Background: an optimization exercise with open tools, aiming at small area. Do not read the settings as production practice. RTL that was checked went through simulation tests only; none was proved equivalent to the original. Only the layout flow was run in run 2; the RTL was not checked for function there. Power figures rest on the tool's default switching activity, not on a simulated workload.

## flow/design.v (module list and top-level ports; edited modules follow where they fit)
// module DinoSprite: 210 lines
// module ObstacleSprite: 66 lines
// module GroundSprite: 232 lines
// module DigitSprite: 60 lines
// module TRexTop: 208 lines
module TRexTop(
    input  wire       clk,
    input  wire       btnR,
    input  wire       duckButton,
    input  wire       jumpButton,
    input  wire       restart,
    output wire       Hsync,
    output wire       Vsync,
    output wire [2:0] vgaRed,
    output wire [2:0] vgaGreen,
    output wire [1:0] vgaBlue,
    output wire       led,
    output wire       run,
    output wire       dead);
  // ...
==> flow/run.sh <==
#!/bin/bash
# synth_recipe.tcl (not shown) runs the flow's synth.tcl, then flattens the netlist and writes it again
# the make line also repeats each setting of config.mk as NAME=value (left out here)
make -C /OpenROAD-flow-scripts/flow DESIGN_CONFIG=/design/flow/config.mk WORK_HOME=/design/flow/orfs CLKGATE_MAP_FILE= SYNTH_SCRIPT=/design/flow/synth_recipe.tcl finish
==> flow/config.mk <==
export PLATFORM = sky130hd
export DESIGN_NAME = TRexTop
export DESIGN_NICKNAME = TRexTop
export VERILOG_FILES = /design/flow/design.v
export SDC_FILE = /design/flow/constraint.sdc
export NUM_CORES = 4
export LEC_CHECK = 0
export CAP_MARGIN = 35
export CORE_MARGIN = 2
export CORE_UTILIZATION = 30
export SLEW_MARGIN = 35
export SYNTH_HIERARCHICAL = 1
==> flow/constraint.sdc <==
create_clock -name core_clock -period 40.0 [get_ports {clk}]
set_input_delay 8.0000 -clock core_clock [delete_from_list [all_inputs] [get_ports {clk}]]
set_output_delay 8.0000 -clock core_clock [all_outputs]
set_load 0.01 [all_outputs]
==> results.sh, run 1 <==
export IMPL_yosys_area_top_type="dfxtp_1"
export IMPL_max_freq_mhz=90.7
export IMPL_drt_first_iter_violations=1957
export IMPL_num_vias=15900
export IMPL_layout_comb_gates_multi_input=1646
export IMPL_synth_nets=2064
export IMPL_final_area_sq_um=14800
export IMPL_cp_depth=12
export IMPL_crit_required_ps=40290
export IMPL_worstPathCellList="buf_2, nor3_1, and3_1, nor2_2, nor2_1, a31oi_1, o311ai_0, a2111oi_0, a31oi_1, nor3_1, o21ai_0, a21oi_1"
export IMPL_syn_area_sq_um=13900
export IMPL_p_seq_frac=0.451
export IMPL_rsz0062_at_grt="no"
export IMPL_final_nets=1992
export IMPL_dp_slack_ps=28580
export IMPL_synth_compound_area_share=0.299
export IMPL_p_comb_uw=37.0
export IMPL_final_cells=2518
export IMPL_io_pins=18
export IMPL_die_height_um=219
export IMPL_setup_viol=0
export IMPL_hold_start="m3[0]"
export IMPL_outcome="complete, no violations"
export IMPL_root_buffer="clkbuf_16"
export IMPL_hold_depth=1
export IMPL_synth_avg_cell_area_sq_um=6.99
export IMPL_numCtsBuffers=9
export IMPL_multi_input_area_sq_um=10800
==> module DinoSprite, before the edit <==
module DinoSprite(input wire [5:0] ps, input wire kv, input wire [6:0] k, input wire [9:0] hc,
                  output wire g, output wire w);
  wire gr, wr;
  wire hc_ge194 = (hc[9] | (hc[8] | (hc[7] & (hc[6] & (hc[5] | (hc[4] | (hc[3] | (hc[2] | hc[1]))))))));
  wire hc_ge195 = (hc[9] | (hc[8] | (hc[7] & (hc[6] & (hc[5] | (hc[4] | (hc[3] | (hc[2] | (hc[1] & hc[0])))))))));
  wire hc_ge198 = (hc[9] | (hc[8] | (hc[7] & (hc[6] & (hc[5] | (hc[4] | (hc[3] | (hc[2] & hc[1]))))))));
  wire hc_ge199 = (hc[9] | (hc[8] | (hc[7] & (hc[6] & (hc[5] | (hc[4] | (hc[3] | (hc[2] & (hc[1] & hc[0])))))))));
  wire hc_ge202 = (hc[9] | (hc[8] | (hc[7] & (hc[6] & (hc[5] | (hc[4] | (hc[3] & (hc[2] | hc[1]))))))));
  wire hc_ge203 = (hc[9] | (hc[8] | (hc[7] & (hc[6] & (hc[5] | (hc[4] | (hc[3] & (hc[2] | (hc[1] & hc[0])))))))));
  wire hc_ge206 = (hc[9] | (hc[8] | (hc[7] & (hc[6] & (hc[5] | (hc[4] | (hc[3] & (hc[2] & hc[1]))))))));
  wire hc_ge207 = (hc[9] | (hc[8] | (hc[7] & (hc[6] & (hc[5] | (hc[4] | (hc[3] & (hc[2] & (hc[1] & hc[0])))))))));
  wire hc_ge210 = (hc[9] | (hc[8] | (hc[7] & (hc[6] & (hc[5] | (hc[4] & (hc[3] | (hc[2] | hc[1]))))))));
  wire hc_ge211 = (hc[9] | (hc[8] | (hc[7] & (hc[6] & (hc[5] | (hc[4] & (hc[3] | (hc[2] | (hc[1] & hc[0])))))))));
  wire hc_ge212 = (hc[9] | (hc[8] | (hc[7] & (hc[6] & (hc[5] | (hc[4] & (hc[3] | hc[2])))))));
  wire hc_ge214 = (hc[9] | (hc[8] | (hc[7] & (hc[6] & (hc[5] | (hc[4] & (hc[3] | (hc[2] & hc[1]))))))));
  wire hc_ge215 = (hc[9] | (hc[8] | (hc[7] & (hc[6] & (hc[5] | (hc[4] & (hc[3] | (hc[2] & (hc[1] & hc[0])))))))));
  wire hc_ge216 = (hc[9] | (hc[8] | (hc[7] & (hc[6] & (hc[5] | (hc[4] & hc[3]))))));
  wire hc_ge218 = (hc[9] | (hc[8] | (hc[7] & (hc[6] & (hc[5] | (hc[4] & (hc[3] & (hc[2] | hc[1]))))))));
  wire hc_ge219 = (hc[9] | (hc[8] | (hc[7] & (hc[6] & (hc[5] | (hc[4] & (hc[3] & (hc[2] | (hc[1] & hc[0])))))))));
  wire hc_ge221 = (hc[9] | (hc[8] | (hc[7] & (hc[6] & (hc[5] | (hc[4] & (hc[3] & (hc[2] & (hc[1] | hc[0])))))))));
  wire hc_ge222 = (hc[9] | (hc[8] | (hc[7] & (hc[6] & (hc[5] | (hc[4] & (hc[3] & (hc[2] & hc[1]))))))));
  wire hc_ge223 = (hc[9] | (hc[8] | (hc[7] & (hc[6] & (hc[5] | (hc[4] & (hc[3] & (hc[2] & (hc[1] & hc[0])))))))));
  wire hc_ge224 = (hc[9] | (hc[8] | (hc[7] & (hc[6] & hc[5]))));
  wire hc_ge226 = (hc[9] | (hc[8] | (hc[7] & (hc[6] & (hc[5] & (hc[4] | (hc[3] | (hc[2] | hc[1]))))))));
  wire hc_ge227 = (hc[9] | (hc[8] | (hc[7] & (hc[6] & (hc[5] & (hc[4] | (hc[3] | (hc[2] | (hc[1] & hc[0])))))))));
  wire hc_ge228 = (hc[9] | (hc[8] | (hc[7] & (hc[6] & (hc[5] & (hc[4] | (hc[3] | hc[2])))))));
  wire hc_ge229 = (hc[9] | (hc[8] | (hc[7] & (hc[6] & (hc[5] & (hc[4] | (hc[3] | (hc[2] & (hc[1] | hc[0])))))))));
  wire hc_ge230 = (hc[9] | (hc[8] | (hc[7] & (hc[6] & (hc[5] & (hc[4] | (hc[3] | (hc[2] & hc[1]))))))));
  wire hc_ge231 = (hc[9] | (hc[8] | (hc[7] & (hc[6] & (hc[5] & (hc[4] | (hc[3] | (hc[2] & (hc[1] & hc[0])))))))));
  wire hc_ge232 = (hc[9] | (hc[8] | (hc[7] & (hc[6] & (hc[5] & (hc[4] | hc[3]))))));
  wire hc_ge233 = (hc[9] | (hc[8] | (hc[7] & (hc[6] & (hc[5] & (hc[4] | (hc[3] & (hc[2] | (hc[1] | hc[0])))))))));
  wire hc_ge235 = (hc[9] | (hc[8] | (hc[7] & (hc[6] & (hc[5] & (hc[4] | (hc[3] & (hc[2] | (hc[1] & hc[0])))))))));
  wire hc_ge236 = (hc[9] | (hc[8] | (hc[7] & (hc[6] & (hc[5] & (hc[4] | (hc[3] & hc[2])))))));
  wire hc_ge239 = (hc[9] | (hc[8] | (hc[7] & (hc[6] & (hc[5] & (hc[4] | (hc[3] & (hc[2] & (hc[1] & hc[0])))))))));
  wire hc_ge240 = (hc[9] | (hc[8] | (hc[7] & (hc[6] & (hc[5] & hc[4])))));
  wire hc_ge241 = (hc[9] | (hc[8] | (hc[7] & (hc[6] & (hc[5] & (hc[4] & (hc[3] | (hc[2] | (hc[1] | hc[0])))))))));
  wire hc_ge242 = (hc[9] | (hc[8] | (hc[7] & (hc[6] & (hc[5] & (hc[4] & (hc[3] | (hc[2] | hc[1]))))))));
  wire hc_ge243 = (hc[9] | (hc[8] | (hc[7] & (hc[6] & (hc[5] & (hc[4] & (hc[3] | (hc[2] | (hc[1] & hc[0])))))))));
  wire hc_ge244 = (hc[9] | (hc[8] | (hc[7] & (hc[6] & (hc[5] & (hc[4] & (hc[3] | hc[2])))))));
  wire hc_ge245 = (hc[9] | (hc[8] | (hc[7] & (hc[6] & (hc[5] & (hc[4] & (hc[3] | (hc[2] & (hc[1] | hc[0])))))))));
  wire hc_ge246 = (hc[9] | (hc[8] | (hc[7] & (hc[6] & (hc[5] & (hc[4] & (hc[3] | (hc[2] & hc[1]))))))));
  wire hc_ge248 = (hc[9] | (hc[8] | (hc[7] & (hc[6] & (hc[5] & (hc[4] & hc[3]))))));
  wire hc_ge249 = (hc[9] | (hc[8] | (hc[7] & (hc[6] & (hc[5] & (hc[4] & (hc[3] & (hc[2] | (hc[1] | hc[0])))))))));
  wire hc_ge250 = (hc[9] | (hc[8] | (hc[7] & (hc[6] & (hc[5] & (hc[4] & (hc[3] & (hc[2] | hc[1]))))))));
  wire hc_ge251 = (hc[9] | (hc[8] | (hc[7] & (hc[6] & (hc[5] & (hc[4] & (hc[3] & (hc[2] | (hc[1] & hc[0])))))))));
  wire hc_ge252 = (hc[9] | (hc[8] | (hc[7] & (hc[6] & (hc[5] & (hc[4] & (hc[3] & hc[2])))))));
  wire hc_ge254 = (hc[9] | (hc[8] | (hc[7] & (hc[6] & (hc[5] & (hc[4] & (hc[3] & (hc[2] & hc[1]))))))));
  wire hc_ge255 = (hc[9] | (hc[8] | (hc[7] & (hc[6] & (hc[5] & (hc[4] & (hc[3] & (hc[2] & (hc[1] & hc[0])))))))));
  wire hc_ge257 = (hc[9] | (hc[8] & (hc[7] | (hc[6] | (hc[5] | (hc[4] | (hc[3] | (hc[2] | (hc[1] | hc[0])))))))));
  wire hc_ge258 = (hc[9] | (hc[8] & (hc[7] | (hc[6] | (hc[5] | (hc[4] | (hc[3] | (hc[2] | hc[1]))))))));
  wire hc_ge259 = (hc[9] | (hc[8] & (hc[7] | (hc[6] | (hc[5] | (hc[4] | (hc[3] | (hc[2] | (hc[1] & hc[0])))))))));
  wire hc_ge260 = (hc[9] | (hc[8] & (hc[7] | (hc[6] | (hc[5] | (hc[4] | (hc[3] | hc[2])))))));
  wire hc_ge262 = (hc[9] | (hc[8] & (hc[7] | (hc[6] | (hc[5] | (hc[4] | (hc[3] | (hc[2] & hc[1]))))))));
  wire hc_ge263 = (hc[9] | (hc[8] & (hc[7] | (hc[6] | (hc[5] | (hc[4] | (hc[3] | (hc[2] & (hc[1] & hc[0])))))))));
  wire hc_ge264 = (hc[9] | (hc[8] & (hc[7] | (hc[6] | (hc[5] | (hc[4] | hc[3]))))));
  wire hc_ge269 = (hc[9] | (hc[8] & (hc[7] | (hc[6] | (hc[5] | (hc[4] | (hc[3] & (hc[2] & (hc[1] | hc[0])))))))));
  wire hc_ge270 = (hc[9] | (hc[8] & (hc[7] | (hc[6] | (hc[5] | (hc[4] | (hc[3] & (hc[2] & hc[1]))))))));
  wire hc_ge273 = (hc[9] | (hc[8] & (hc[7] | (hc[6] | (hc[5] | (hc[4] & (hc[3] | (hc[2] | (hc[1] | hc[0])))))))));
  wire hc_ge274 = (hc[9] | (hc[8] & (hc[7] | (hc[6] | (hc[5] | (hc[4] & (hc[3] | (hc[2] | hc[1]))))))));
  wire hc_ge276 = (hc[9] | (hc[8] & (hc[7] | (hc[6] | (hc[5] | (hc[4] & (hc[3] | hc[2])))))));
  wire hc_ge278 = (hc[9] | (hc[8] & (hc[7] | (hc[6] | (hc[5] | (hc[4] & (hc[3] | (hc[2] & hc[1]))))))));
  wire hc_ge281 = (hc[9] | (hc[8] & (hc[7] | (hc[6] | (hc[5] | (hc[4] & (hc[3] & (hc[2] | (hc[1] | hc[0])))))))));
  wire hc_ge288 = (hc[9] | (hc[8] & (hc[7] | (hc[6] | hc[5]))));
  wire hc_ge300 = (hc[9] | (hc[8] & (hc[7] | (hc[6] | (hc[5] & (hc[4] | (hc[3] & hc[2])))))));
  wire hc_ge304 = (hc[9] | (hc[8] & (hc[7] | (hc[6] | (hc[5] & hc[4])))));
  wire hc_ge308 = (hc[9] | (hc[8] & (hc[7] | (hc[6] | (hc[5] & (hc[4] & (hc[3] | hc[2])))))));
  wire hc_ge322 = (hc[9] | (hc[8] & (hc[7] | (hc[6] & (hc[5] | (hc[4] | (hc[3] | (hc[2] | hc[1]))))))));
  wire k_ge1 = (k[6] | (k[5] | (k[4] | (k[3] | (k[2] | (k[1] | k[0]))))));
  wire k_ge10 = (k[6] | (k[5] | (k[4] | (k[3] & (k[2] | k[1])))));
  wire k_ge12 = (k[6] | (k[5] | (k[4] | (k[3] & k[2]))));
  wire k_ge14 = (k[6] | (k[5] | (k[4] | (k[3] & (k[2] & k[1])))));
  wire k_ge16 = (k[6] | (k[5] | k[4]));
  wire k_ge18 = (k[6] | (k[5] | (k[4] & (k[3] | (k[2] | k[1])))));
  wire k_ge20 = (k[6] | (k[5] | (k[4] & (k[3] | k[2]))));
  wire k_ge22 = (k[6] | (k[5] | (k[4] & (k[3] | (k[2] & k[1])))));
  wire k_ge24 = (k[6] | (k[5] | (k[4] & k[3])));
  wire k_ge28 = (k[6] | (k[5] | (k[4] & (k[3] & k[2]))));
  wire k_ge32 = (k[6] | k[5]);
  wire k_ge34 = (k[6] | (k[5] & (k[4] | (k[3] | (k[2] | k[1])))));
  wire k_ge36 = (k[6] | (k[5] & (k[4] | (k[3] | k[2]))));
  wire k_ge4 = (k[6] | (k[5] | (k[4] | (k[3] | k[2]))));
  wire k_ge40 = (k[6] | (k[5] & (k[4] | k[3])));
  wire k_ge44 = (k[6] | (k[5] & (k[4] | (k[3] & k[2]))));
  wire k_ge48 = (k[6] | (k[5] & k[4]));
  wire k_ge50 = (k[6] | (k[5] & (k[4] & (k[3] | (k[2] | k[1])))));
  wire k_ge52 = (k[6] | (k[5] & (k[4] & (k[3] | k[2]))));
  wire k_ge54 = (k[6] | (k[5] & (k[4] & (k[3] | (k[2] & k[1])))));
  wire k_ge56 = (k[6] | (k[5] & (k[4] & k[3])));
  wire k_ge60 = (k[6] | (k[5] & (k[4] & (k[3] & k[2]))));
  wire k_ge61 = (k[6] | (k[5] & (k[4] & (k[3] & (k[2] & (k[1] | k[0]))))));
  wire k_ge64 = k[6];
  wire k_ge68 = (k[6] & (k[5] | (k[4] | (k[3] | k[2]))));
  wire k_ge70 = (k[6] & (k[5] | (k[4] | (k[3] | (k[2] & k[1])))));
  wire k_ge76 = (k[6] & (k[5] | (k[4] | (k[3] & k[2]))));
  wire k_ge78 = (k[6] & (k[5] | (k[4] | (k[3] & (k[2] & k[1])))));
  wire k_ge8 = (k[6] | (k[5] | (k[4] | k[3])));
  wire k_ge80 = (k[6] & (k[5] | k[4]));
  wire k_ge82 = (k[6] & (k[5] | (k[4] & (k[3] | (k[2] | k[1])))));
  wire k_ge84 = (k[6] & (k[5] | (k[4] & (k[3] | k[2]))));
  wire k_ge86 = (k[6] & (k[5] | (k[4] & (k[3] | (k[2] & k[1])))));
  wire k_ge90 = (k[6] & (k[5] | (k[4] & (k[3] & (k[2] | k[1])))));
  assign gr =
      (ps[2] | ps[3] | ps[4]) & k_ge4 & ~k_ge48 & hc_ge219 & ~hc_ge222
    | ps[0] & k_ge4 & ~k_ge8 & hc_ge221 & ~hc_ge228
    | ps[0] & k_ge4 & ~k_ge20 & hc_ge221 & ~hc_ge224
    | (ps[0] | ps[2] | ps[3] | ps[4]) & k_ge4 & ~k_ge20 & hc_ge221 & ~hc_ge222
    | (ps[0] | ps[2] | ps[3] | ps[4]) & k_ge4 & ~k_ge8 & hc_ge221 & ~hc_ge226
    | ps[5] & k_ge4 & ~k_ge8 & hc_ge233 & ~hc_ge240
    | ps[5] & k_ge4 & ~k_ge52 & hc_ge233 & ~hc_ge236
    | (ps[1] | ps[2] | ps[3]) & k_ge4 & ~k_ge8 & hc_ge239 & ~hc_ge246
    | (ps[1] | ps[2] | ps[3]) & k_ge4 & ~k_ge86 & hc_ge239 & ~hc_ge242
    | (ps[2] | ps[3] | ps[4] | ps[5]) & k_ge12 & ~k_ge20 & hc_ge221 & ~hc_ge224
    | ps[1] & k_ge12 & ~k_ge16 & hc_ge223 & ~hc_ge230
    | (ps[1] | ps[5]) & k_ge12 & ~k_ge16 & hc_ge223 & ~hc_ge228
    | ps[0] & k_ge12 & ~k_ge48 & hc_ge223 & ~hc_ge228
    | (ps[0] | ps[1] | ps[2] | ps[3] | ps[4]) & k_ge12 & ~k_ge48 & hc_ge223 & ~hc_ge226
    | ps[5] & k_ge12 & ~k_ge52 & hc_ge233 & ~hc_ge240
    | (ps[0] | ps[5]) & k_ge14 & ~k_ge18 & hc_ge257 & ~hc_ge264
    | (ps[0] | ps[5]) & k_ge14 & ~k_ge52 & hc_ge257 & ~hc_ge260
    | (ps[1] | ps[2] | ps[3] | ps[4]) & k_ge16 & ~k_ge48 & hc_ge219 & ~hc_ge226
    | (ps[0] | ps[2] | ps[3] | ps[4]) & k_ge16 & ~k_ge48 & hc_ge223 & ~hc_ge230
    | ps[0] & k_ge16 & ~k_ge52 & hc_ge227 & ~hc_ge232
    | (ps[1] | ps[2] | ps[3] | ps[5]) & k_ge16 & ~k_ge52 & hc_ge235 & ~hc_ge242
    | ps[4] & k_ge16 & ~k_ge86 & hc_ge239 & ~hc_ge242
    | ps[0] & k_ge16 & ~k_ge20 & hc_ge241 & ~hc_ge250
    | (ps[0] | ps[4]) & k_ge16 & ~k_ge20 & hc_ge241 & ~hc_ge248
    | (ps[0] | ps[5]) & k_ge16 & ~k_ge52 & hc_ge241 & ~hc_ge244
    | (ps[1] | ps[2] | ps[3] | ps[4]) & k_ge20 & ~k_ge44 & hc_ge215 & ~hc_ge242
    | (ps[1] | ps[5]) & k_ge20 & ~k_ge48 & hc_ge223 & ~hc_ge242
    | (ps[0] | ps[5]) & k_ge20 & ~k_ge52 & hc_ge227 & ~hc_ge246
    | k_ge20 & ~k_ge52 & hc_ge227 & ~hc_ge242
    | (ps[0] | ps[5]) & k_ge22 & ~k_ge48 & hc_ge223 & ~hc_ge264
    | (ps[0] | ps[5]) & k_ge22 & ~k_ge52 & hc_ge227 & ~hc_ge260
    | (ps[1] | ps[2] | ps[3] | ps[4]) & k_ge24 & ~k_ge44 & hc_ge211 & ~hc_ge246
    | k_ge24 & ~k_ge48 & hc_ge219 & ~hc_ge246
    | (ps[1] | ps[2] | ps[3] | ps[4]) & k_ge24 & ~k_ge60 & hc_ge235 & ~hc_ge246
    | (ps[1] | ps[2] | ps[3] | ps[4]) & k_ge24 & ~k_ge86 & hc_ge239 & ~hc_ge246
    | (ps[0] | ps[5]) & k_ge24 & ~k_ge28 & hc_ge273 & ~hc_ge300
    | (ps[0] | ps[5]) & k_ge24 & ~k_ge44 & hc_ge273 & ~hc_ge288
    | (ps[1] | ps[2] | ps[3] | ps[4]) & k_ge28 & ~k_ge44 & hc_ge207 & ~hc_ge250
    | k_ge28 & ~k_ge44 & hc_ge215 & ~hc_ge250
    | (ps[0] | ps[5]) & k_ge28 & ~k_ge48 & hc_ge215 & ~hc_ge276
    | (ps[1] | ps[2] | ps[3] | ps[4]) & k_ge28 & ~k_ge52 & hc_ge223 & ~hc_ge250
    | (ps[1] | ps[2] | ps[3] | ps[4]) & k_ge28 & ~k_ge76 & hc_ge239 & ~hc_ge250
    | (ps[1] | ps[2] | ps[3] | ps[4]) & k_ge32 & ~k_ge44 & hc_ge203 & ~hc_ge250
    | k_ge32 & ~k_ge44 & hc_ge211 & ~hc_ge250
    | (ps[0] | ps[5]) & k_ge32 & ~k_ge50 & hc_ge281 & ~hc_ge308
    | (ps[1] | ps[2] | ps[3] | ps[4]) & k_ge34 & ~k_ge56 & hc_ge229 & ~hc_ge254
    | ps[2] & k_ge34 & ~k_ge60 & hc_ge235 & ~hc_ge254
    | ps[2] & k_ge34 & ~k_ge76 & hc_ge239 & ~hc_ge254
    | (ps[1] | ps[3] | ps[4]) & k_ge34 & ~k_ge80 & hc_ge239 & ~hc_ge254
    | (ps[1] | ps[2] | ps[3] | ps[4]) & k_ge36 & ~k_ge60 & hc_ge199 & ~hc_ge202
    | (ps[1] | ps[2] | ps[3] | ps[4]) & k_ge36 & ~k_ge48 & hc_ge199 & ~hc_ge210
    | k_ge36 & ~k_ge44 & hc_ge207 & ~hc_ge254
    | (ps[0] | ps[5]) & k_ge40 & ~k_ge48 & hc_ge203 & ~hc_ge276
    | k_ge40 & ~k_ge48 & hc_ge203 & ~hc_ge210
    | (ps[0] | ps[5]) & k_ge44 & ~k_ge52 & hc_ge199 & ~hc_ge210
    | k_ge44 & ~k_ge56 & hc_ge199 & ~hc_ge202
    | k_ge44 & ~k_ge52 & hc_ge199 & ~hc_ge206
    | (ps[1] | ps[2] | ps[3] | ps[4]) & k_ge44 & ~k_ge52 & hc_ge259 & ~hc_ge262
    | (ps[1] | ps[2] | ps[3] | ps[4]) & k_ge48 & ~k_ge52 & hc_ge223 & ~hc_ge262
    | (ps[0] | ps[5]) & k_ge48 & ~k_ge50 & hc_ge269 & ~hc_ge308
    | (ps[0] | ps[5]) & k_ge48 & ~k_ge54 & hc_ge273 & ~hc_ge304
    | (ps[1] | ps[2] | ps[3] | ps[4]) & k_ge60 & ~k_ge64 & hc_ge239 & ~hc_ge270
    | (ps[1] | ps[3] | ps[4]) & k_ge60 & ~k_ge90 & hc_ge251 & ~hc_ge258
    | ps[2] & k_ge64 & ~k_ge76 & hc_ge239 & ~hc_ge278
    | (ps[1] | ps[2] | ps[3] | ps[4]) & k_ge68 & ~k_ge86 & hc_ge255 & ~hc_ge278
    | ps[2] & k_ge78 & ~k_ge82 & hc_ge249 & ~hc_ge252
    | (ps[1] | ps[2] | ps[3] | ps[4]) & k_ge84 & ~k_ge90 & hc_ge243 & ~hc_ge274;
  assign wr =
      (ps[0] | ps[5]) & ~k_ge14 & hc_ge194 & ~hc_ge216
    | ps[1] & ~k_ge12 & hc_ge194 & ~hc_ge218
    | (ps[0] | ps[5]) & ~k_ge40 & hc_ge194 & ~hc_ge198
    | (ps[0] | ps[5]) & ~k_ge28 & hc_ge194 & ~hc_ge210
    | (ps[0] | ps[5]) & ~k_ge32 & hc_ge194 & ~hc_ge206
    | (ps[0] | ps[5]) & ~k_ge36 & hc_ge194 & ~hc_ge202
    | (ps[1] | ps[2] | ps[3] | ps[4]) & ~k_ge16 & hc_ge194 & ~hc_ge214
    | ps[1] & ~k_ge8 & hc_ge194 & ~hc_ge322
    | (ps[0] | ps[5]) & ~k_ge24 & hc_ge194 & ~hc_ge212
    | (ps[0] | ps[1] | ps[5]) & ~k_ge12 & hc_ge194 & ~hc_ge216
    | ~k_ge36 & hc_ge194 & ~hc_ge198
    | ~k_ge28 & hc_ge194 & ~hc_ge206
    | (ps[1] | ps[5]) & ~k_ge8 & hc_ge194 & ~hc_ge228
    | ~k_ge14 & hc_ge194 & ~hc_ge214
    | ~k_ge32 & hc_ge194 & ~hc_ge202
    | ~k_ge24 & hc_ge194 & ~hc_ge210
    | (ps[2] | ps[3] | ps[4]) & ~k_ge16 & hc_ge231 & ~hc_ge322
    | (ps[1] | ps[2] | ps[3] | ps[4]) & ~k_ge12 & hc_ge231 & ~hc_ge322
    | ps[0] & ~k_ge16 & hc_ge233 & ~hc_ge240
    | ps[0] & ~k_ge12 & hc_ge233 & ~hc_ge252
    | ps[5] & ~k_ge16 & hc_ge245 & ~hc_ge252
    | (ps[0] | ps[5]) & ~k_ge10 & hc_ge245 & ~hc_ge322
    | ps[5] & ~k_ge18 & hc_ge249 & ~hc_ge252
    | (ps[2] | ps[3] | ps[4]) & k_ge8 & ~k_ge12 & hc_ge227 & ~hc_ge322
    | ps[5] & k_ge8 & ~k_ge12 & hc_ge241 & ~hc_ge252
    | (ps[0] | ps[5]) & k_ge18 & ~k_ge24 & hc_ge194 & ~hc_ge216
    | (ps[1] | ps[2] | ps[3] | ps[4]) & k_ge52 & hc_ge207 & ~hc_ge218
    | (ps[0] | ps[5]) & k_ge52 & ~k_ge60 & hc_ge215 & ~hc_ge222
    | k_ge52 & ~k_ge60 & hc_ge215 & ~hc_ge218
    | k_ge56 & ~k_ge60 & hc_ge207 & ~hc_ge224
    | (ps[0] | ps[5]) & k_ge56 & ~k_ge60 & hc_ge207 & ~hc_ge322
    | (ps[1] | ps[2] | ps[3] | ps[4]) & k_ge56 & hc_ge207 & ~hc_ge224
    | (ps[1] | ps[2] | ps[3] | ps[4]) & k_ge60 & hc_ge194 & ~hc_ge198
    | (ps[1] | ps[2] | ps[3] | ps[4]) & k_ge60 & hc_ge207 & ~hc_ge230
    | (ps[1] | ps[2] | ps[3] | ps[4]) & k_ge64 & hc_ge194 & ~hc_ge322
    | (ps[1] | ps[2] | ps[3] | ps[4]) & k_ge64 & hc_ge194 & ~hc_ge322;
  wire hb = hc_ge195 & ((ps[0] | ps[5]) ? (~hc_ge263 & k_ge1 & ~k_ge61) : (~hc_ge233 & k_ge1 & ~k_ge70));
  assign g = kv & gr;
  assign w = kv & hb & ~gr & ~wr;
endmodule
==> module ObstacleSprite, before the edit <==
module ObstacleSprite(input wire cv, input wire [5:0] c, input wire [9:0] vc,
                      output wire g, output wire w);
  wire gr, wr;
  wire c_ge10 = (c[5] | (c[4] | (c[3] & (c[2] | c[1]))));
  wire c_ge12 = (c[5] | (c[4] | (c[3] & c[2])));
  wire c_ge13 = (c[5] | (c[4] | (c[3] & (c[2] & (c[1] | c[0])))));
  wire c_ge15 = (c[5] | (c[4] | (c[3] & (c[2] & (c[1] & c[0])))));
  wire c_ge2 = (c[5] | (c[4] | (c[3] | (c[2] | c[1]))));
  wire c_ge20 = (c[5] | (c[4] & (c[3] | c[2])));
  wire c_ge22 = (c[5] | (c[4] & (c[3] | (c[2] & c[1]))));
  wire c_ge23 = (c[5] | (c[4] & (c[3] | (c[2] & (c[1] & c[0])))));
  wire c_ge25 = (c[5] | (c[4] & (c[3] & (c[2] | (c[1] | c[0])))));
  wire c_ge27 = (c[5] | (c[4] & (c[3] & (c[2] | (c[1] & c[0])))));
  wire c_ge28 = (c[5] | (c[4] & (c[3] & c[2])));
  wire c_ge29 = (c[5] | (c[4] & (c[3] & (c[2] & (c[1] | c[0])))));
  wire c_ge3 = (c[5] | (c[4] | (c[3] | (c[2] | (c[1] & c[0])))));
  wire c_ge30 = (c[5] | (c[4] & (c[3] & (c[2] & c[1]))));
  wire c_ge32 = c[5];
  wire c_ge34 = (c[5] & (c[4] | (c[3] | (c[2] | c[1]))));
  wire c_ge4 = (c[5] | (c[4] | (c[3] | c[2])));
  wire c_ge5 = (c[5] | (c[4] | (c[3] | (c[2] & (c[1] | c[0])))));
  wire c_ge6 = (c[5] | (c[4] | (c[3] | (c[2] & c[1]))));
  wire c_ge7 = (c[5] | (c[4] | (c[3] | (c[2] & (c[1] & c[0])))));
  wire c_ge8 = (c[5] | (c[4] | c[3]));
  wire vc_ge264 = (vc[9] | (vc[8] & (vc[7] | (vc[6] | (vc[5] | (vc[4] | vc[3]))))));
  wire vc_ge321 = (vc[9] | (vc[8] & (vc[7] | (vc[6] & (vc[5] | (vc[4] | (vc[3] | (vc[2] | (vc[1] | vc[0])))))))));
  wire vc_ge324 = (vc[9] | (vc[8] & (vc[7] | (vc[6] & (vc[5] | (vc[4] | (vc[3] | vc[2])))))));
  wire vc_ge326 = (vc[9] | (vc[8] & (vc[7] | (vc[6] & (vc[5] | (vc[4] | (vc[3] | (vc[2] & vc[1]))))))));
  wire vc_ge332 = (vc[9] | (vc[8] & (vc[7] | (vc[6] & (vc[5] | (vc[4] | (vc[3] & vc[2])))))));
  wire vc_ge334 = (vc[9] | (vc[8] & (vc[7] | (vc[6] & (vc[5] | (vc[4] | (vc[3] & (vc[2] & vc[1]))))))));
  wire vc_ge340 = (vc[9] | (vc[8] & (vc[7] | (vc[6] & (vc[5] | (vc[4] & (vc[3] | vc[2])))))));
  wire vc_ge342 = (vc[9] | (vc[8] & (vc[7] | (vc[6] & (vc[5] | (vc[4] & (vc[3] | (vc[2] & vc[1]))))))));
  wire vc_ge354 = (vc[9] | (vc[8] & (vc[7] | (vc[6] & (vc[5] & (vc[4] | (vc[3] | (vc[2] | vc[1]))))))));
  wire vc_ge356 = (vc[9] | (vc[8] & (vc[7] | (vc[6] & (vc[5] & (vc[4] | (vc[3] | vc[2])))))));
  wire vc_ge358 = (vc[9] | (vc[8] & (vc[7] | (vc[6] & (vc[5] & (vc[4] | (vc[3] | (vc[2] & vc[1]))))))));
  wire vc_ge360 = (vc[9] | (vc[8] & (vc[7] | (vc[6] & (vc[5] & (vc[4] | vc[3]))))));
  wire vc_ge362 = (vc[9] | (vc[8] & (vc[7] | (vc[6] & (vc[5] & (vc[4] | (vc[3] & (vc[2] | vc[1]))))))));
  wire vc_ge364 = (vc[9] | (vc[8] & (vc[7] | (vc[6] & (vc[5] & (vc[4] | (vc[3] & vc[2])))))));
  wire vc_ge366 = (vc[9] | (vc[8] & (vc[7] | (vc[6] & (vc[5] & (vc[4] | (vc[3] & (vc[2] & vc[1]))))))));
  wire vc_ge368 = (vc[9] | (vc[8] & (vc[7] | (vc[6] & (vc[5] & vc[4])))));
  wire vc_ge370 = (vc[9] | (vc[8] & (vc[7] | (vc[6] & (vc[5] & (vc[4] & (vc[3] | (vc[2] | vc[1]))))))));
  wire vc_ge390 = (vc[9] | (vc[8] & (vc[7] & (vc[6] | (vc[5] | (vc[4] | (vc[3] | (vc[2] & vc[1]))))))));
  wire vc_ge391 = (vc[9] | (vc[8] & (vc[7] & (vc[6] | (vc[5] | (vc[4] | (vc[3] | (vc[2] & (vc[1] & vc[0])))))))));
  wire vc_ge392 = (vc[9] | (vc[8] & (vc[7] & (vc[6] | (vc[5] | (vc[4] | vc[3]))))));
  assign gr =
      ~vc_ge390 & vc_ge326 & c_ge13 & ~c_ge22
    | ~vc_ge390 & vc_ge324 & c_ge15 & ~c_ge20
    | ~vc_ge368 & vc_ge362 & c_ge7 & ~c_ge22
    | ~vc_ge366 & vc_ge340 & c_ge5 & ~c_ge6
    | ~vc_ge366 & vc_ge342 & c_ge5 & ~c_ge8
    | ~vc_ge364 & vc_ge342 & c_ge3 & ~c_ge8
    | ~vc_ge360 & vc_ge354 & c_ge13 & ~c_ge28
    | ~vc_ge358 & vc_ge334 & c_ge27 & ~c_ge30
    | ~vc_ge358 & vc_ge332 & c_ge29 & ~c_ge30
    | ~vc_ge356 & vc_ge334 & c_ge27 & ~c_ge32;
  assign wr =
      ~vc_ge392 & vc_ge264 & ~c_ge2
    | ~vc_ge392 & vc_ge390 & ~c_ge12
    | ~vc_ge392 & vc_ge368 & ~c_ge6
    | ~vc_ge392 & vc_ge366 & ~c_ge4
    | ~vc_ge392 & vc_ge370 & ~c_ge10
    | ~vc_ge392 & vc_ge390 & c_ge23 & ~c_ge34
    | ~vc_ge392 & vc_ge264 & c_ge25 & ~c_ge34;
  assign g = cv & gr;
  assign w = cv & ~vc_ge391 & vc_ge321 & ~gr & ~wr;    
endmodule
==> inputs of run 2 (changes only) <==
--- a/flow/design.v
+++ b/flow/design.v
@@ -103,66 +103,53 @@
       (ps[2] | ps[3] | ps[4]) & k_ge4 & ~k_ge48 & hc_ge219 & ~hc_ge222
+    | (ps[2] | ps[3] | ps[4]) & k_ge4 & ~k_ge8 & hc_ge219 & ~hc_ge226
     | ps[0] & k_ge4 & ~k_ge8 & hc_ge221 & ~hc_ge228
     | ps[0] & k_ge4 & ~k_ge20 & hc_ge221 & ~hc_ge224
-    | (ps[0] | ps[2] | ps[3] | ps[4]) & k_ge4 & ~k_ge20 & hc_ge221 & ~hc_ge222
-    | (ps[0] | ps[2] | ps[3] | ps[4]) & k_ge4 & ~k_ge8 & hc_ge221 & ~hc_ge226
-    | ps[5] & k_ge4 & ~k_ge8 & hc_ge233 & ~hc_ge240
     | ps[5] & k_ge4 & ~k_ge52 & hc_ge233 & ~hc_ge236
-    | (ps[1] | ps[2] | ps[3]) & k_ge4 & ~k_ge8 & hc_ge239 & ~hc_ge246
+    | ps[5] & k_ge4 & ~k_ge8 & hc_ge233 & ~hc_ge240
     | (ps[1] | ps[2] | ps[3]) & k_ge4 & ~k_ge86 & hc_ge239 & ~hc_ge242
-    | (ps[2] | ps[3] | ps[4] | ps[5]) & k_ge12 & ~k_ge20 & hc_ge221 & ~hc_ge224
+    | (ps[1] | ps[2] | ps[3]) & k_ge4 & ~k_ge8 & hc_ge239 & ~hc_ge246
+    | (ps[2] | ps[3] | ps[4]) & k_ge12 & ~k_ge48 & hc_ge219 & ~hc_ge226
+    | (ps[0] | ps[5]) & k_ge12 & ~k_ge16 & hc_ge221 & ~hc_ge228
     | ps[1] & k_ge12 & ~k_ge16 & hc_ge223 & ~hc_ge230
-    | (ps[1] | ps[5]) & k_ge12 & ~k_ge16 & hc_ge223 & ~hc_ge228
-    | ps[0] & k_ge12 & ~k_ge48 & hc_ge223 & ~hc_ge228
-    | (ps[0] | ps[1] | ps[2] | ps[3] | ps[4]) & k_ge12 & ~k_ge48 & hc_ge223 & ~hc_ge226
     | ps[5] & k_ge12 & ~k_ge52 & hc_ge233 & ~hc_ge240
-    | (ps[0] | ps[5]) & k_ge14 & ~k_ge18 & hc_ge257 & ~hc_ge264
     | (ps[0] | ps[5]) & k_ge14 & ~k_ge52 & hc_ge257 & ~hc_ge260
+    | (ps[0] | ps[5]) & k_ge14 & ~k_ge18 & hc_ge257 & ~hc_ge264
     | (ps[1] | ps[2] | ps[3] | ps[4]) & k_ge16 & ~k_ge48 & hc_ge219 & ~hc_ge226
-    | (ps[0] | ps[2] | ps[3] | ps[4]) & k_ge16 & ~k_ge48 & hc_ge223 & ~hc_ge230
-    | ps[0] & k_ge16 & ~k_ge52 & hc_ge227 & ~hc_ge232
-    | (ps[1] | ps[2] | ps[3] | ps[5]) & k_ge16 & ~k_ge52 & hc_ge235 & ~hc_ge242
-    | ps[4] & k_ge16 & ~k_ge86 & hc_ge239 & ~hc_ge242
+    | k_ge16 & ~k_ge20 & hc_ge221 & ~hc_ge224
+    | ps[0] & k_ge16 & ~k_ge48 & hc_ge223 & ~hc_ge232
+    | (ps[2] | ps[3] | ps[4]) & k_ge16 & ~k_ge52 & hc_ge223 & ~hc_ge230
+    | ps[5] & k_ge16 & ~k_ge52 & hc_ge233 & ~hc_ge244
+    | (ps[1] | ps[2] | ps[3]) & k_ge16 & ~k_ge60 & hc_ge235 & ~hc_ge242
+    | ps[4] & k_ge16 & ~k_ge20 & hc_ge239 & ~hc_ge248
     | ps[0] & k_ge16 & ~k_ge20 & hc_ge241 & ~hc_ge250
-    | (ps[0] | ps[4]) & k_ge16 & ~k_ge20 & hc_ge241 & ~hc_ge248
-    | (ps[0] | ps[5]) & k_ge16 & ~k_ge52 & hc_ge241 & ~hc_ge244
     | (ps[1] | ps[2] | ps[3] | ps[4]) & k_ge20 & ~k_ge44 & hc_ge215 & ~hc_ge242
-    | (ps[1] | ps[5]) & k_ge20 & ~k_ge48 & hc_ge223 & ~hc_ge242
-    | (ps[0] | ps[5]) & k_ge20 & ~k_ge52 & hc_ge227 & ~hc_ge246
-    | k_ge20 & ~k_ge52 & hc_ge227 & ~hc_ge242
+    | (ps[0] | ps[5]) & k_ge20 & ~k_ge48 & hc_ge223 & ~hc_ge246
+    | (ps[1] | ps[2] | ps[3] | ps[4]) & k_ge20 & ~k_ge56 & hc_ge229 & ~hc_ge242
     | (ps[0] | ps[5]) & k_ge22 & ~k_ge48 & hc_ge223 & ~hc_ge264
-    | (ps[0] | ps[5]) & k_ge22 & ~k_ge52 & hc_ge227 & ~hc_ge260
     | (ps[1] | ps[2] | ps[3] | ps[4]) & k_ge24 & ~k_ge44 & hc_ge211 & ~hc_ge246
     | k_ge24 & ~k_ge48 & hc_ge219 & ~hc_ge246
-    | (ps[1] | ps[2] | ps[3] | ps[4]) & k_ge24 & ~k_ge60 & hc_ge235 & ~hc_ge246
     | (ps[1] | ps[2] | ps[3] | ps[4]) & k_ge24 & ~k_ge86 & hc_ge239 & ~hc_ge246
     | (ps[0] | ps[5]) & k_ge24 & ~k_ge28 & hc_ge273 & ~hc_ge300
-    | (ps[0] | ps[5]) & k_ge24 & ~k_ge44 & hc_ge273 & ~hc_ge288
     | (ps[1] | ps[2] | ps[3] | ps[4]) & k_ge28 & ~k_ge44 & hc_ge207 & ~hc_ge250
-    | k_ge28 & ~k_ge44 & hc_ge215 & ~hc_ge250
-    | (ps[0] | ps[5]) & k_ge28 & ~k_ge48 & hc_ge215 & ~hc_ge276
-    | (ps[1] | ps[2] | ps[3] | ps[4]) & k_ge28 & ~k_ge52 & hc_ge223 & ~hc_ge250
-    | (ps[1] | ps[2] | ps[3] | ps[4]) & k_ge28 & ~k_ge76 & hc_ge239 & ~hc_ge250
-    | (ps[1] | ps[2] | ps[3] | ps[4]) & k_ge32 & ~k_ge44 & hc_ge203 & ~hc_ge250
+    | (ps[0] | ps[5]) & k_ge28 & ~k_ge44 & hc_ge215 & ~hc_ge288
+    | (ps[0] | ps[5]) & k_ge28 & ~k_ge50 & hc_ge269 & ~hc_ge276
+    | (ps[1] | ps[2] | ps[3] | ps[4]) & k_ge32 & ~k_ge48 & hc_ge203 & ~hc_ge210
     | k_ge32 & ~k_ge44 & hc_ge211 & ~hc_ge250
     | (ps[0] | ps[5]) & k_ge32 & ~k_ge50 & hc_ge281 & ~hc_ge308
-    | (ps[1] | ps[2] | ps[3] | ps[4]) & k_ge34 & ~k_ge56 & hc_ge229 & ~hc_ge254
-    | ps[2] & k_ge34 & ~k_ge60 & hc_ge235 & ~hc_ge254
-    | ps[2] & k_ge34 & ~k_ge76 & hc_ge239 & ~hc_ge254
+    | (ps[1] | ps[2] | ps[3] | ps[4]) & k_ge34 & ~k_ge60 & hc_ge235 & ~hc_ge254
     | (ps[1] | ps[3] | ps[4]) & k_ge34 & ~k_ge80 & hc_ge239 & ~hc_ge254
     | (ps[1] | ps[2] | ps[3] | ps[4]) & k_ge36 & ~k_ge60 & hc_ge199 & ~hc_ge202
-    | (ps[1] | ps[2] | ps[3] | ps[4]) & k_ge36 & ~k_ge48 & hc_ge199 & ~hc_ge210
+    | (ps[1] | ps[2] | ps[3] | ps[4]) & k_ge36 & ~k_ge52 & hc_ge199 & ~hc_ge206
     | k_ge36 & ~k_ge44 & hc_ge207 & ~hc_ge254
     | (ps[0] | ps[5]) & k_ge40 & ~k_ge48 & hc_ge203 & ~hc_ge276
-    | k_ge40 & ~k_ge48 & hc_ge203 & ~hc_ge210
-    | (ps[0] | ps[5]) & k_ge44 & ~k_ge52 & hc_ge199 & ~hc_ge210
     | k_ge44 & ~k_ge56 & hc_ge199 & ~hc_ge202
-    | k_ge44 & ~k_ge52 & hc_ge199 & ~hc_ge206
-    | (ps[1] | ps[2] | ps[3] | ps[4]) & k_ge44 & ~k_ge52 & hc_ge259 & ~hc_ge262
+    | (ps[0] | ps[5]) & k_ge44 & ~k_ge52 & hc_ge199 & ~hc_ge210
+    | k_ge44 & ~k_ge48 & hc_ge259 & ~hc_ge262
     | (ps[1] | ps[2] | ps[3] | ps[4]) & k_ge48 & ~k_ge52 & hc_ge223 & ~hc_ge262
-    | (ps[0] | ps[5]) & k_ge48 & ~k_ge50 & hc_ge269 & ~hc_ge308
+    | k_ge48 & ~k_ge52 & hc_ge227 & ~hc_ge260
     | (ps[0] | ps[5]) & k_ge48 & ~k_ge54 & hc_ge273 & ~hc_ge304
     | (ps[1] | ps[2] | ps[3] | ps[4]) & k_ge60 & ~k_ge64 & hc_ge239 & ~hc_ge270
-    | (ps[1] | ps[3] | ps[4]) & k_ge60 & ~k_ge90 & hc_ge251 & ~hc_ge258
-    | ps[2] & k_ge64 & ~k_ge76 & hc_ge239 & ~hc_ge278
-    | (ps[1] | ps[2] | ps[3] | ps[4]) & k_ge68 & ~k_ge86 & hc_ge255 & ~hc_ge278
+    | (ps[1] | ps[2] | ps[3] | ps[4]) & k_ge60 & ~k_ge76 & hc_ge239 & ~hc_ge258
+    | ps[2] & k_ge64 & ~k_ge86 & hc_ge255 & ~hc_ge278
+    | (ps[1] | ps[3] | ps[4]) & k_ge68 & ~k_ge86 & hc_ge251 & ~hc_ge278
     | ps[2] & k_ge78 & ~k_ge82 & hc_ge249 & ~hc_ge252
@@ -170,27 +157,25 @@
   assign wr =
-      (ps[0] | ps[5]) & ~k_ge14 & hc_ge194 & ~hc_ge216
-    | ps[1] & ~k_ge12 & hc_ge194 & ~hc_ge218
-    | (ps[0] | ps[5]) & ~k_ge40 & hc_ge194 & ~hc_ge198
-    | (ps[0] | ps[5]) & ~k_ge28 & hc_ge194 & ~hc_ge210
-    | (ps[0] | ps[5]) & ~k_ge32 & hc_ge194 & ~hc_ge206
+      (ps[0] | ps[5]) & ~k_ge32 & hc_ge194 & ~hc_ge206
     | (ps[0] | ps[5]) & ~k_ge36 & hc_ge194 & ~hc_ge202
-    | (ps[1] | ps[2] | ps[3] | ps[4]) & ~k_ge16 & hc_ge194 & ~hc_ge214
-    | ps[1] & ~k_ge8 & hc_ge194 & ~hc_ge322
+    | (ps[0] | ps[5]) & ~k_ge40 & hc_ge194 & ~hc_ge198
     | (ps[0] | ps[5]) & ~k_ge24 & hc_ge194 & ~hc_ge212
-    | (ps[0] | ps[1] | ps[5]) & ~k_ge12 & hc_ge194 & ~hc_ge216
-    | ~k_ge36 & hc_ge194 & ~hc_ge198
+    | (ps[0] | ps[5]) & ~k_ge14 & hc_ge194 & ~hc_ge216
+    | (ps[0] | ps[5]) & ~k_ge28 & hc_ge194 & ~hc_ge210
     | ~k_ge28 & hc_ge194 & ~hc_ge206
-    | (ps[1] | ps[5]) & ~k_ge8 & hc_ge194 & ~hc_ge228
-    | ~k_ge14 & hc_ge194 & ~hc_ge214
     | ~k_ge32 & hc_ge194 & ~hc_ge202
     | ~k_ge24 & hc_ge194 & ~hc_ge210
-    | (ps[2] | ps[3] | ps[4]) & ~k_ge16 & hc_ge231 & ~hc_ge322
+    | ps[1] & ~k_ge12 & hc_ge194 & ~hc_ge218
+    | ~k_ge36 & hc_ge194 & ~hc_ge198
+    | (ps[1] | ps[2] | ps[3] | ps[4]) & ~k_ge16 & hc_ge194 & ~hc_ge214
+    | ps[1] & ~k_ge8 & hc_ge194 & ~hc_ge322
+    | (ps[1] | ps[5]) & ~k_ge8 & hc_ge194 & ~hc_ge228
     | (ps[1] | ps[2] | ps[3] | ps[4]) & ~k_ge12 & hc_ge231 & ~hc_ge322
-    | ps[0] & ~k_ge16 & hc_ge233 & ~hc_ge240
-    | ps[0] & ~k_ge12 & hc_ge233 & ~hc_ge252
-    | ps[5] & ~k_ge16 & hc_ge245 & ~hc_ge252
-    | (ps[0] | ps[5]) & ~k_ge10 & hc_ge245 & ~hc_ge322
-    | ps[5] & ~k_ge18 & hc_ge249 & ~hc_ge252
+    | (ps[2] | ps[3] | ps[4]) & ~k_ge16 & hc_ge231 & ~hc_ge322
+    | (ps[0] | ps[1] | ps[2] | ps[3] | ps[4]) & ~k_ge16 & hc_ge233 & ~hc_ge240
+    | (ps[0] | ps[1] | ps[2] | ps[3] | ps[4]) & ~k_ge12 & hc_ge233 & ~hc_ge252
+    | ~k_ge10 & hc_ge245 & ~hc_ge322
+    | (ps[1] | ps[2] | ps[3] | ps[4] | ps[5]) & ~k_ge16 & hc_ge245 & ~hc_ge252
+    | (ps[1] | ps[2] | ps[3] | ps[4] | ps[5]) & ~k_ge18 & hc_ge249 & ~hc_ge252
     | (ps[2] | ps[3] | ps[4]) & k_ge8 & ~k_ge12 & hc_ge227 & ~hc_ge322
-    | ps[5] & k_ge8 & ~k_ge12 & hc_ge241 & ~hc_ge252
+    | k_ge8 & ~k_ge12 & hc_ge241 & ~hc_ge252
     | (ps[0] | ps[5]) & k_ge18 & ~k_ge24 & hc_ge194 & ~hc_ge216
@@ -198,10 +183,7 @@
     | (ps[0] | ps[5]) & k_ge52 & ~k_ge60 & hc_ge215 & ~hc_ge222
-    | k_ge52 & ~k_ge60 & hc_ge215 & ~hc_ge218
-    | k_ge56 & ~k_ge60 & hc_ge207 & ~hc_ge224
     | (ps[0] | ps[5]) & k_ge56 & ~k_ge60 & hc_ge207 & ~hc_ge322
-    | (ps[1] | ps[2] | ps[3] | ps[4]) & k_ge56 & hc_ge207 & ~hc_ge224
+    | k_ge56 & ~k_ge60 & hc_ge207 & ~hc_ge224
     | (ps[1] | ps[2] | ps[3] | ps[4]) & k_ge60 & hc_ge194 & ~hc_ge198
     | (ps[1] | ps[2] | ps[3] | ps[4]) & k_ge60 & hc_ge207 & ~hc_ge230
-    | (ps[1] | ps[2] | ps[3] | ps[4]) & k_ge64 & hc_ge194 & ~hc_ge322
-    | (ps[1] | ps[2] | ps[3] | ps[4]) & k_ge64 & hc_ge194 & ~hc_ge322;
+    | k_ge64 & hc_ge194 & ~hc_ge322;
   wire hb = hc_ge195 & ((ps[0] | ps[5]) ? (~hc_ge263 & k_ge1 & ~k_ge61) : (~hc_ge233 & k_ge1 & ~k_ge70));
@@ -259,3 +241,3 @@
     | ~vc_ge366 & vc_ge340 & c_ge5 & ~c_ge6
-    | ~vc_ge366 & vc_ge342 & c_ge5 & ~c_ge8
+    | ~vc_ge366 & vc_ge362 & c_ge5 & ~c_ge22
     | ~vc_ge364 & vc_ge342 & c_ge3 & ~c_ge8
@@ -266,7 +248,7 @@
   assign wr =
-      ~vc_ge392 & vc_ge264 & ~c_ge2
-    | ~vc_ge392 & vc_ge390 & ~c_ge12
+      ~vc_ge392 & vc_ge390 & ~c_ge12
+    | ~vc_ge392 & vc_ge370 & ~c_ge10
+    | ~vc_ge392 & vc_ge264 & ~c_ge2
     | ~vc_ge392 & vc_ge368 & ~c_ge6
     | ~vc_ge392 & vc_ge366 & ~c_ge4
-    | ~vc_ge392 & vc_ge370 & ~c_ge10
     | ~vc_ge392 & vc_ge390 & c_ge23 & ~c_ge34
@@ -480,8 +462,8 @@
     | h & ~vc_ge378 & vc_ge376 & u_ge344 & ~u_ge349
-    | h & ~vc_ge376 & vc_ge374 & u_ge1 & ~u_ge260
     | ~h & ~vc_ge376 & vc_ge374 & u_ge1
-    | h & ~vc_ge376 & vc_ge374 & u_ge286 & ~u_ge319
-    | h & ~vc_ge376 & vc_ge374 & u_ge347 & ~u_ge902
-    | h & ~vc_ge376 & vc_ge374 & u_ge928 & ~u_ge950
-    | h & ~vc_ge376 & vc_ge374 & u_ge976
+    | ~vc_ge376 & vc_ge374 & u_ge1 & ~u_ge260
+    | ~vc_ge376 & vc_ge374 & u_ge286 & ~u_ge319
+    | ~vc_ge376 & vc_ge374 & u_ge347 & ~u_ge902
+    | ~vc_ge376 & vc_ge374 & u_ge928 & ~u_ge950
+    | ~vc_ge376 & vc_ge374 & u_ge976
     | h & ~vc_ge374 & vc_ge372 & u_ge259 & ~u_ge262
@@ -528,37 +510,32 @@
     | ((d == 4'd1) | (d == 4'd2) | (d == 4'd3) | (d == 4'd5) | (d == 4'd6) | (d == 4'd8) | (d == 4'd9)) & vc_ge80 & cg_ge2 & ~cg_ge12
-    | ((d == 4'd7)) & vc_ge74 & cg_ge5 & ~cg_ge9
     | ((d == 4'd0) | (d == 4'd1) | (d == 4'd2) | (d == 4'd3) | (d == 4'd5) | (d == 4'd6) | (d == 4'd8) | (d == 4'd9)) & vc_ge80 & cg_ge5 & ~cg_ge12
+    | ((d == 4'd7)) & vc_ge74 & cg_ge5 & ~cg_ge9
     | ((d == 4'd1)) & cg_ge7 & ~cg_ge12
-    | ((d == 4'd4) | (d == 4'd9)) & vc_ge77 & cg_ge10 & ~cg_ge12
-    | ((d == 4'd1) | (d == 4'd2) | (d == 4'd3) | (d == 4'd4) | (d == 4'd5) | (d == 4'd6) | (d == 4'd8)) & vc_ge80 & cg_ge10 & ~cg_ge14
-    | ((d == 4'd8)) & ~vc_ge80 & vc_ge74 & ~cg_ge2
-    | ((d == 4'd3) | (d == 4'd5) | (d == 4'd6)) & ~vc_ge80 & vc_ge77 & ~cg_ge4
+    | ((d == 4'd1) | (d == 4'd4) | (d == 4'd9)) & vc_ge77 & cg_ge10 & ~cg_ge12
+    | ((d == 4'd3) | (d == 4'd4) | (d == 4'd5) | (d == 4'd6) | (d == 4'd8)) & vc_ge74 & cg_ge12 & ~cg_ge14
+    | ((d == 4'd2) | (d == 4'd3) | (d == 4'd5) | (d == 4'd6)) & ~vc_ge80 & vc_ge77 & ~cg_ge4
+    | ((d == 4'd6) | (d == 4'd8)) & ~vc_ge80 & vc_ge74 & ~cg_ge2
     | ((d == 4'd0) | (d == 4'd2)) & ~vc_ge80 & vc_ge77 & cg_ge2 & ~cg_ge7
-    | ((d == 4'd0) | (d == 4'd6)) & ~vc_ge80 & vc_ge65 & cg_ge2 & ~cg_ge4
-    | ((d == 4'd5)) & ~vc_ge80 & vc_ge71 & cg_ge12 & ~cg_ge17
     | ((d == 4'd3) | (d == 4'd5) | (d == 4'd6) | (d == 4'd8)) & ~vc_ge80 & vc_ge74 & cg_ge12 & ~cg_ge17
-    | ((d == 4'd0) | (d == 4'd3) | (d == 4'd4) | (d == 4'd5) | (d == 4'd6) | (d == 4'd9)) & ~vc_ge80 & vc_ge71 & cg_ge12 & ~cg_ge14
+    | ((d == 4'd0) | (d == 4'd4) | (d == 4'd5) | (d == 4'd9)) & ~vc_ge80 & vc_ge68 & cg_ge12 & ~cg_ge14
     | ((d == 4'd0) | (d == 4'd4) | (d == 4'd6)) & ~vc_ge77 & vc_ge71 & ~cg_ge4
     | ((d == 4'd2) | (d == 4'd4)) & ~vc_ge77 & vc_ge74 & cg_ge2 & ~cg_ge12
-    | ((d == 4'd8)) & ~vc_ge77 & vc_ge71 & cg_ge7 & ~cg_ge12
-    | ((d == 4'd0) | (d == 4'd9)) & ~vc_ge77 & vc_ge68 & cg_ge12 & ~cg_ge17
-    | ((d == 4'd0) | (d == 4'd3) | (d == 4'd4) | (d == 4'd5) | (d == 4'd6) | (d == 4'd8) | (d == 4'd9)) & ~vc_ge77 & vc_ge74 & cg_ge12 & ~cg_ge17
+    | ((d == 4'd4) | (d == 4'd8)) & ~vc_ge77 & vc_ge74 & cg_ge7 & ~cg_ge17
+    | ((d == 4'd0) | (d == 4'd5) | (d == 4'd9)) & ~vc_ge77 & vc_ge71 & cg_ge12 & ~cg_ge17
     | ((d == 4'd6) | (d == 4'd8) | (d == 4'd9)) & ~vc_ge74 & vc_ge71 & cg_ge2 & ~cg_ge12
-    | ((d == 4'd2) | (d == 4'd3) | (d == 4'd6) | (d == 4'd8) | (d == 4'd9)) & ~vc_ge74 & vc_ge71 & cg_ge5 & ~cg_ge12
-    | ((d == 4'd7)) & ~vc_ge74 & vc_ge71 & cg_ge7 & ~cg_ge12
-    | ((d == 4'd2) | (d == 4'd4)) & ~vc_ge74 & vc_ge68 & cg_ge10 & ~cg_ge14
+    | ((d == 4'd2) | (d == 4'd3) | (d == 4'd6) | (d == 4'd9)) & ~vc_ge74 & vc_ge71 & cg_ge5 & ~cg_ge14
+    | ((d == 4'd1) | (d == 4'd2) | (d == 4'd3) | (d == 4'd6) | (d == 4'd7) | (d == 4'd8) | (d == 4'd9)) & ~vc_ge74 & vc_ge71 & cg_ge7 & ~cg_ge12
+    | ((d == 4'd1) | (d == 4'd2) | (d == 4'd3) | (d == 4'd4) | (d == 4'd7)) & ~vc_ge74 & vc_ge68 & cg_ge10 & ~cg_ge12
     | ((d == 4'd0) | (d == 4'd5) | (d == 4'd6) | (d == 4'd8) | (d == 4'd9)) & ~vc_ge71 & vc_ge68 & ~cg_ge4
     | ((d == 4'd4) | (d == 4'd5) | (d == 4'd8)) & ~vc_ge71 & vc_ge68 & cg_ge2 & ~cg_ge7
-    | ((d == 4'd3) | (d == 4'd5)) & ~vc_ge71 & vc_ge68 & cg_ge7 & ~cg_ge12
-    | ((d == 4'd5) | (d == 4'd7)) & ~vc_ge71 & vc_ge68 & cg_ge10 & ~cg_ge14
-    | ((d == 4'd2) | (d == 4'd9)) & ~vc_ge71 & vc_ge65 & cg_ge12 & ~cg_ge17
+    | ((d == 4'd0) | (d == 4'd5) | (d == 4'd6) | (d == 4'd8) | (d == 4'd9)) & ~vc_ge71 & vc_ge65 & cg_ge2 & ~cg_ge4
+    | ((d == 4'd1) | (d == 4'd3) | (d == 4'd5)) & ~vc_ge71 & vc_ge68 & cg_ge7 & ~cg_ge12
     | ((d == 4'd0) | (d == 4'd2) | (d == 4'd4) | (d == 4'd7) | (d == 4'd8) | (d == 4'd9)) & ~vc_ge71 & vc_ge65 & cg_ge12 & ~cg_ge14
-    | ((d == 4'd5) | (d == 4'd7)) & ~vc_ge68 & ~cg_ge4
+    | ((d == 4'd0) | (d == 4'd2) | (d == 4'd9)) & ~vc_ge71 & vc_ge68 & cg_ge12 & ~cg_ge17
     | ((d == 4'd2) | (d == 4'd5) | (d == 4'd7) | (d == 4'd8) | (d == 4'd9)) & ~vc_ge68 & vc_ge65 & ~cg_ge4
+    | ((d == 4'd5) | (d == 4'd7)) & ~vc_ge68 & ~cg_ge4
     | ((d == 4'd6)) & ~vc_ge68 & vc_ge65 & cg_ge2 & ~cg_ge7
     | ((d == 4'd1) | (d == 4'd4)) & ~vc_ge68 & vc_ge65 & cg_ge5 & ~cg_ge12
-    | ((d == 4'd4)) & ~vc_ge68 & cg_ge7 & ~cg_ge14
-    | ((d == 4'd3)) & ~vc_ge68 & cg_ge10 & ~cg_ge14
-    | ((d == 4'd0) | (d == 4'd1) | (d == 4'd3) | (d == 4'd4)) & ~vc_ge68 & cg_ge10 & ~cg_ge12
-    | ((d == 4'd7)) & ~vc_ge68 & cg_ge12 & ~cg_ge17
+    | ((d == 4'd0) | (d == 4'd3) | (d == 4'd4)) & ~vc_ge68 & vc_ge65 & cg_ge10 & ~cg_ge14
+    | ((d == 4'd2) | (d == 4'd7) | (d == 4'd9)) & ~vc_ge68 & vc_ge65 & cg_ge12 & ~cg_ge17
     | ((d == 4'd3) | (d == 4'd7)) & ~vc_ge65 & cg_ge2 & ~cg_ge17
==> flow/flow/run.sh (new file) <==
#!/bin/bash
# Own layout flow: the standard ORFS flow, with one change in synthesis:
# the combinational logic is mapped by ABC with an area-oriented script
# (flow/abc.script) instead of ORFS's delay-oriented abc_speed script.
# Everything else (the yosys passes, flip-flop mapping, flattening and
# renaming, floorplan, placement, CTS, routing) is the standard flow.
set -euo pipefail
W=$(pwd)
LOG=$W/own_flow.log
{
  echo "own flow: $(date)"
  # ORFS's synth.tcl with the ABC script argument replaced
  python3 - "$FLOW_HOME/scripts/synth.tcl" "$W/own_synth_orfs.tcl" <<'PY'
import sys
s = open(sys.argv[1]).read()
old = "  log_cmd abc {*}$abc_args\n"
assert s.count(old) == 1, "synth.tcl abc call not found"
new = ("  set abc_args [lreplace $abc_args 1 1 $::env(OWN_ABC_SCRIPT)]\n"
       "  log_cmd abc {*}$abc_args\n")
open(sys.argv[2], "w").write(s.replace(old, new))
PY
  # The standard flow's synthesis script, sourcing the patched synth.tcl
  grep -q 'source $::env(SCRIPTS_DIR)/synth.tcl' synth_recipe.tcl
  sed 's#source $::env(SCRIPTS_DIR)/synth.tcl#source '"$W"'/own_synth_orfs.tcl#' synth_recipe.tcl > own_synth.tcl
  # The standard layout command, with our synthesis script
  grep -q 'SYNTH_SCRIPT=' standard.sh
  sed 's#SYNTH_SCRIPT=[^ ]*#SYNTH_SCRIPT='"$W"'/own_synth.tcl#' standard.sh > own_standard.sh
  cat own_synth.tcl own_standard.sh
} > "$LOG" 2>&1
export OWN_ABC_SCRIPT=$W/flow/abc.script
bash own_standard.sh finish > "$W/own_make.log" 2>&1
echo "own flow done: $(date)" >> "$LOG"
==> flow/flow/abc.script (new file) <==
strash
&get -n
&fraig -x
&put
scorr
dc2
dretime
strash
&get -n
&dch -f
&nf -R 1000 -p
&put
strash
dc2
&get -n
&dch -f
&nf -R 1000 -p
&put
strash
dc2
&get -n
&dch -f
&nf -R 1000 -p
&put
strash
dc2
&get -n
&dch -f
&nf -R 1000 -p
&put
==> flow/standard.sh (new file) <==
#!/bin/bash
# synth_recipe.tcl (not shown) runs the flow's synth.tcl, then flattens the netlist and writes it again
# the make line also repeats each setting of config.mk as NAME=value (left out here)
make -C /OpenROAD-flow-scripts/flow DESIGN_CONFIG=/design/flow/config.mk WORK_HOME=/design/flow/orfs CLKGATE_MAP_FILE= SYNTH_SCRIPT=/design/flow/synth_recipe.tcl "${@:-finish}"
--- a/flow/config.mk
+++ b/flow/config.mk
@@ -7,6 +7,6 @@
 export LEC_CHECK = 0
-export CAP_MARGIN = 35
+export CAP_MARGIN = 10
 export CORE_MARGIN = 2
-export CORE_UTILIZATION = 30
-export SLEW_MARGIN = 35
+export CORE_UTILIZATION = 60
+export SLEW_MARGIN = 10
 export SYNTH_HIERARCHICAL = 1
removed: flow/run.sh
==> results.sh, run 2 <==
export IMPL_synth_nets=1691
export IMPL_dr_pass1_iters=10
export IMPL_slowest_delay_ps=690
export IMPL_finalSetupTns_ps=0
export IMPL_synth_ff_type="dfxtp_1"
export IMPL_dieArea_sq_um=19500
export IMPL_syn_to_final_growth_pct=9.02
export IMPL_ctsHoldBuffers=0
export IMPL_clk_pin_slew_ps=70
export IMPL_cp_arrival_ps=12510
export IMPL_numCtsBuffers=9
export IMPL_dp_slack_ps=27660
export IMPL_worstSetupEndpointType="register"
export IMPL_regMostFlops="oz"
export IMPL_p_total_uw=230
export IMPL_worst_slew_pin_transition_ps=1120
export IMPL_syn_inst=1613
export IMPL_final_nets=1746
export IMPL_power_density_nw_per_um2=19.1
export IMPL_dp_cells=1886
export IMPL_outcome="complete, no violations"
export IMPL_final_common_cell="nor2_1"
export IMPL_port_buffers=17
export IMPL_fin_crit_sh=0.306
export IMPL_grt_pass1_vias=13200
export IMPL_setup_viol=0
export IMPL_crit_required_ps=40290
export IMPL_async_reset_ff_frac=0
export IMPL_grtUsageTotal=0.428
export IMPL_overflow=0
export IMPL_rsz0062_at_grt="no"
export IMPL_cts_sinks=103
export IMPL_fill_cells=1501
export IMPL_max_cap_violations=0
export IMPL_wl_mm=43.4
export IMPL_io_pins=18
export IMPL_drive_gt1_frac=0.0323
export IMPL_initial_core_util=0.612
export IMPL_multi_input_area_sq_um=8680
export IMPL_num_rows=49
export IMPL_wl_per_cell_um=22.8
export IMPL_reg2reg_slack_ps=33270
export IMPL_ant_nets=0
export IMPL_yosys_area_top_type="dfxtp_1"
export IMPL_clockBufferDepth=2
export IMPL_synth_common_cells="nor2_1 (199), a21oi_1 (150), nand2_1 (150), o21ai_0 (132), nor3_1 (109)"
export IMPL_max_freq_mhz=81.8
export IMPL_place_congestion=1.07
export IMPL_grt_pass1_wl_mm=68.6
export IMPL_worstPathCellList="buf_2, buf_4, nor3_1, a31o_1, nor2_1, nor2_1, a32o_1, a221o_1, a2111oi_0, nand3_1, and2_0, nor3_1, a21oi_1, a21oi_1"
export IMPL_final_cells=1903
export IMPL_dieWidth_um=140
export IMPL_seq_area_sq_um=2060
export IMPL_period_needed_ps=12230
export IMPL_hold_class="register to register"
export IMPL_postLayoutSetupSlackWorst_ps=27770
export IMPL_syn_area_sq_um=11000
export IMPL_final_core_util=0.667
export IMPL_ys_ff_latch=103
export IMPL_vias_per_cell=7.47
export IMPL_core_area_sq_um=18000
export IMPL_hold_violations=0
export IMPL_ys_types=63
export IMPL_critPathSlowestCell="nor2_1"
export IMPL_grt_max_degree=68
export IMPL_top_regs="oz (12), gq (11)"
export IMPL_drc=0
export IMPL_slew_viol_final=0
export IMPL_worstSkewPairLatency_ps=360
export IMPL_synth_area_leaders="dfxtp_1 (19%), ha_1 (7.7%), a21oi_1 (6.8%), nor2_1 (6.8%), o21ai_0 (6.0%)"
export IMPL_largest_register_ffs=12
export IMPL_yosysSeqAreaShare=0.187
export IMPL_cts_tree="yes"
export IMPL_ys_warn_count=7
export IMPL_final_cell_mix="nor2_1 (199), nand2_1 (150), a21oi_1 (150)"
export IMPL_cts_repair_resized=0
export IMPL_post_cts_buffers=0
export IMPL_htreeDepth=3
export IMPL_critPathKind="input pin to register"
export IMPL_root_buffer="clkbuf_16"
export IMPL_cellLeakagePower_nw=4.35
export IMPL_die_height_um=140
export IMPL_hpwl_mm=30.7
export IMPL_num_vias=14200
export IMPL_peakVddDrop_mv=0.0218
export IMPL_cp_max_fo=67
export IMPL_drt_first_iter_violations=2509
export IMPL_netlist_area_leader_share=0.187
export IMPL_synth_edf_count=0
export IMPL_antenna_found_initial=1
export IMPL_cp_start_kind="input pin"
export IMPL_max_slew_margin=0.250
export IMPL_skew_ps=10.6
export IMPL_synth_avg_cell_area_sq_um=6.84
export IMPL_synth_most_common_cell="nor2_1"
-- run 2: critical path, delay by kind of cell --
| family | cells | cell delay, ps |
|---|---|---|
| buffers and inverters | 2 | 670 |
| and+or+nand+nor | 6 | 1790 |
| AOI/OAI and AO/OA | 6 | 1990 |
-- run 2: kinds of logic after synthesis --
group | Yosys count | share of synthesized area
AOI/OAI and AO/OA | 523 | 0.295
DFF | 103 | 0.187
buffers and inverters | 74 | 0.0279
xor gates and xnor gates | 63 | 0.0500
and+or+nand+nor | 770 | 0.347
adders and majority gates | 73 | 0.0862
muxes | 7 | 0.00646
-- run 2: layer usage --
| layer | vias up | global-route usage | share of wire |
|---|---|---|---|
| li1 | 6241 | - | - |
| met1 | 6423 | 0.546 | 0.37 |
| met2 | 1239 | 0.647 | 0.42 |
| met3 | 312 | 0.138 | 0.15 |
| met4 | 0 | 0.224 | 0.063 |
| met5 | - | 0 | 0 |
-- run 2: Yosys stat by module (local to each module, per instance) --
module | cell area (sq um) | copies in the design | cells | flip-flops and latches
DigitSprite | 733 | 1 | 134 | 0
ObstacleSprite | 528 | 1 | 93 | 0
GroundSprite | 1300 | 1 | 242 | 0
TRexTop | 6790 | 1 | 829 | 103
DinoSprite | 1680 | 1 | 315 | 0
-- run 2: final cells by class --
cell class	count	area share
Antenna cell	1	0.000208
Clock buffer	9	0.0187
Clock inverter	7	0.00811
Inverter	66	0.0206
Multi-Input combinational cell	1436	0.722
Sequential cell	103	0.171
Tap cell	229	0.0238
Timing Repair Buffer	52	0.0356
-- run 2: worst paths after layout --
kind	from	end	cells past startpoint
setup / recovery	btnR	pix	14
hold / removal	hc[0]	hc[0]	1
setup reg to reg	hc[1]	pix	27
hold reg to reg	hc[0]	hc[0]	1
-- run 2: power breakdown --
part	internal (mW)	total (mW)	switching, mW	leakage (nW)
clock	0.0508	0.0955	0.0448	0.159
sequential	0.104	0.104	0.000739	0.832
combinational	0.00816	0.0301	0.0219	3.36
total	0.162	0.230	0.0674	4.35
-- run 2: through the flow --
step | hold WS (ps) | cell area [sq um]
floorplan | 406 | 11000
finish | 423 | 12000
CTS | 422 | 12000
detailed placement | 412 | 11700
global route | 448 | 12000
global placement | 401 | 11700
